What follows belongs to an exercise in optimizing a design on an open flow for small area, a short achievable clock period and few clock cycles; a production flow would make more cautious choices.
RTL that was checked went through simulation tests only; none was proved equivalent to the original.
No activity file was given, so power comes from the tool's default toggle rates.

== maple ==
// Processor
module Processor (
    input CLK,
    input reset,
    output [31:0] imem_addr,
    input  [31:0] imem_rdata,
    output [31:0] dmem_addr,
    output [31:0] dmem_wdata,
    output        dmem_we,
    output        dmem_re,
    input  [31:0] dmem_rdata
);
For scale: about 620 flip-flops, ~0.037 mm2 of cells after synthesis.
export LEC_CHECK = 0
export CAP_MARGIN = 20
export CORE_MARGIN = 2
export CORE_UTILIZATION = 40
export SLEW_MARGIN = 20
create_clock -name core_clock -period 12.0 [get_ports {CLK}]
standard.sh (not shown) runs the stock make flow with config.mk's settings and CLKGATE_MAP_FILE= SYNTH_SCRIPT=/design/flow/synth_recipe.tcl, a recipe that flattens the netlist after the stock synthesis.
==> flow/flow/run.sh <==
#!/bin/bash
export SETUP_SLACK_MARGIN=7
export BUFFER_PORTS_ARGS="-buffer_cell sky130_fd_sc_hd__buf_2"
bash standard.sh > standard.log 2>&1
Testbench counts of maple, summed over its fixed seeds: cycles 108,335.
Here is what was changed in the inputs of quartz compared with maple.
Settings: an added CTS_BUF_LIST of sky130_fd_sc_hd__clkbuf_8.
==> flow/flow/run.sh <==
#!/bin/bash
export SETUP_SLACK_MARGIN=6.5
export BUFFER_PORTS_ARGS="-buffer_cell sky130_fd_sc_hd__buf_2"
bash standard.sh > standard.log 2>&1
==> comparison <==
Summary — portion of the clock cycle consumed by the worst path in the final layout, quartz relative to maple: higher, by 1.6 points. Compared to maple, quartz has minimum period implied by the final worst setup slack 0.20 ns higher. maple and quartz ended up with roughly the same area after synthesis. The post-synthesis net count of quartz and that of maple are within noise of each other.
[inputs] tundra vs quartz
Settings: a deleted CTS_BUF_LIST that had been sky130_fd_sc_hd__clkbuf_8.
==> flow/flow/run.sh <==
#!/bin/bash
export SETUP_SLACK_MARGIN=6
export BUFFER_PORTS_ARGS="-buffer_cell sky130_fd_sc_hd__buf_2"
bash standard.sh > standard.log 2>&1
Notes after the runs:
Against quartz, tundra comes in 4.6% lower on global-route wire length before repair.
Final critical-path required period deteriorates in tundra relative to quartz.
Looking at met2 wirelength from detailed routing, tundra sits 2800 um lower than quartz does.
Higher total power among tundra and quartz: quartz
Number of placed instances, taps included of tundra is on par with quartz.
Sequential share of layout area ends up higher on tundra.
Setup slack in tundra is smaller than in quartz.

Setup of main:
Another version of the RTL of Processor (not shown whole).
For scale: about 3400 cells after synthesis, ~640 flip-flops, roughly 37000 µm² of cells after synthesis.
## Processor
module Processor (
    input CLK,
    input reset,
    output [31:0] imem_addr,
    input  [31:0] imem_rdata,
    output [31:0] dmem_addr,
    output [31:0] dmem_wdata,
    output        dmem_we,
    output        dmem_re,
    input  [31:0] dmem_rdata
);
    reg        we_e, st_e, ld_e, jalr_e, br_e;
    reg        pt_e;
    reg [3:0]  rd_e;
    reg [2:0]  f3_e;
    reg        sub_e, sra_e, selalt_e;
    reg [31:0] a_e;
    reg [31:0] b_e;        
    reg [31:0] alt_e;      
    reg [11:0] imm_e;
    wire [31:0] immx_e = {{20{imm_e[11]}}, imm_e};
    wire [32:0] sum;
    skl_add #(32) u_sum (.a(a_e), .b(b_e), .cin(sub_e), .s(sum[31:0]), .cout(sum[32]));
    wire eq  = &(a_e ^ b_e);
    wire ltu = ~sum[32];
    wire lt  = (a_e[31] == b_e[31]) ? a_e[31] : sum[31];
    wire left = ~f3_e[2];
    reg [31:0] a_rev;
    integer i;
    always @(*) for (i = 0; i < 32; i = i + 1) a_rev[i] = a_e[31 - i];
    wire [31:0] sh_in = left ? a_rev : a_e;
    wire fill = sra_e & a_e[31] & ~left;
    reg [31:0] sh_w;
    always @(*) begin
        sh_w = sh_in;
        if (b_e[0]) sh_w = {{1{fill}}, sh_w[31:1]};
        if (b_e[1]) sh_w = {{2{fill}}, sh_w[31:2]};
        if (b_e[2]) sh_w = {{4{fill}}, sh_w[31:4]};
        if (b_e[3]) sh_w = {{8{fill}}, sh_w[31:8]};
        if (b_e[4]) sh_w = {{16{fill}}, sh_w[31:16]};
    end
    reg [31:0] sh_rev;
    always @(*) for (i = 0; i < 32; i = i + 1) sh_rev[i] = sh_w[31 - i];
    wire [31:0] shres = left ? sh_rev : sh_w;
    reg [31:0] alu;
    always @(*) begin
        case (f3_e)
            3'b000: alu = sum[31:0];
            3'b001: alu = shres;
            3'b010: alu = {31'd0, lt};
            3'b011: alu = {31'd0, ltu};
            3'b100: alu = a_e ^ b_e;
            3'b101: alu = shres;
            3'b110: alu = a_e | b_e;
            default: alu = a_e & b_e;
        endcase
    end
  ...
clock: 12.0 ns
lec_check: 0
cap_margin: 20
core_margin: 2
core_utilization: 40
slew_margin: 20
==> flow/flow/run.sh <==
#!/bin/bash
export SETUP_SLACK_MARGIN=7
export BUFFER_PORTS_ARGS="-buffer_cell sky130_fd_sc_hd__buf_2"
bash standard.sh > standard.log 2>&1
> inputs changed (main -> the feature branch)
-- flow/flow/run.sh --
<<< main, line 2
export SETUP_SLACK_MARGIN=7
>>> the feature branch, line 2
export SETUP_SLACK_MARGIN=6
The feature branch vs main: wire length down by a few percent
| global-route wire length before repair | the feature branch vs main | 5800 µm lower |
Comparing the feature branch with main, the share of the final layout cell area in multi-input gates came out essentially unchanged.
No functional check of the RTL was part of any run of this note.

== job 6113 ==
Processor, a different RTL version from the one above (not shown whole).
Size in the first run: about 3,400 cells after synthesis, about 160 I/O pins.
clock: 12.0 ns
lec_check: 0
cap_margin: 20
core_margin: 2
core_utilization: 40
slew_margin: 20
==> flow/flow/run.sh <==
#!/bin/bash
export SETUP_SLACK_MARGIN=7
export BUFFER_PORTS_ARGS="-buffer_cell sky130_fd_sc_hd__buf_2"
bash standard.sh > standard.log 2>&1
Relative to job 6113, the following input files were edited for job 731:
--- a/flow/flow/run.sh
+++ b/flow/flow/run.sh
@@ -2 +2 @@
-export SETUP_SLACK_MARGIN=7
+export SETUP_SLACK_MARGIN=6
Notes after the runs:
Comparing job 731 and job 6113, non-clock buffer count is higher on job 6113.
On worst relative slew slack, job 731 does better than job 6113.
Looking at job 731 and job 6113, the standard cell area after detailed placement is a wash.
The inputs of job 4103 differ from those of job 731 as listed below.
==> flow/run.sh (new file) <==
#!/bin/bash
# synth_recipe.tcl (not shown) runs the flow's synth.tcl, then flattens the netlist and writes it again
# the make line also repeats each setting of config.mk as NAME=value (left out here)
make -C /OpenROAD-flow-scripts/flow DESIGN_CONFIG=/design/flow/config.mk WORK_HOME=/design/flow/orfs CLKGATE_MAP_FILE= SYNTH_SCRIPT=/design/flow/synth_recipe.tcl finish
--- a/flow/config.mk
+++ b/flow/config.mk
@@ -10,0 +11 @@
+export SETUP_SLACK_MARGIN = 5
removed: flow/flow/run.sh
removed: flow/standard.sh
Notes after the runs:
Job 4103 finished every stage and its layout cleared the timing, design-rule and antenna checks.
Between job 4103 and job 731, it is job 4103 whose global-route usage is lower, by 0.29 points.
Job 731 leaves more setup margin than job 4103.
Going from job 731 to job 4103, the aggregate routed wire length was found to have gone down by 2200 um.
In terms of clock latency reported for the late side of the worst-skew pair, job 731 and job 4103 differ only marginally.
Job 731 → job 4103: transition time at the pin with the least slew margin higher, placement-stage cell area went up by 2.2%, power density over the cells +0.78%, length in cells of the worst reg-to-reg path decreased 3, maximum vdd drop has decreased.
Comparing job 731 and job 4103, the higher net total in the final layout is on job 731.
Job 4103 vs job 731, timing startpoint of the critical path: a_e[8]$_DFF_P_ vs useb_e$_DFF_P_
No functional check of the RTL was part of any run of this note.

[re-timing with driven ports]
The results above use ideal ports. As a check the final layouts listed here were re-extracted and re-timed, cells and wires unchanged.
Step 1 (the two cells are an assumption about what drives the block):
set clk [get_ports {CLK}]
set_driving_cell -lib_cell sky130_fd_sc_hd__clkbuf_16 $clk
set_driving_cell -lib_cell sky130_fd_sc_hd__buf_2 [delete_from_list [all_inputs] $clk]
Step 2 times the ports against the registers' clock, not the clock port: input delays grow and output delays shrink by t, the midpoint of the rising clock arrivals with the driver on.
a / b / c = ideal / step 1 / step 2; a / b = the first two.
run	shift t [ns]	setup WS [ns]	clock arrival spread, ns	worst slew at a driven data input, ns
maple	0.696	6.320 / 6.255 / 6.340	0.035 / 0.036	0.07
quartz	0.811	6.125 / 6.055 / 5.859	0.047 / 0.046	0.05
tundra	0.684	6.026 / 5.959 / 5.692	0.052 / 0.052	0.07
main	0.701	6.157 / 6.084 / 6.357	0.039 / 0.039	0.05
the feature branch	0.700	6.040 / 5.975 / 5.760	0.049 / 0.050	0.11
job 6113	0.693	5.937 / 5.864 / 6.056	0.030 / 0.030	0.06
job 731	0.686	5.953 / 5.913 / 5.507	0.057 / 0.057	0.04
job 4103	0.694	5.140 / 5.072 / 4.689	0.034 / 0.035	0.05
After both steps setup and hold are still met in every run listed. The setup slack of job 4103, which loses most, moves by -0.068 ns with the drivers and by -0.451 ns with both steps.
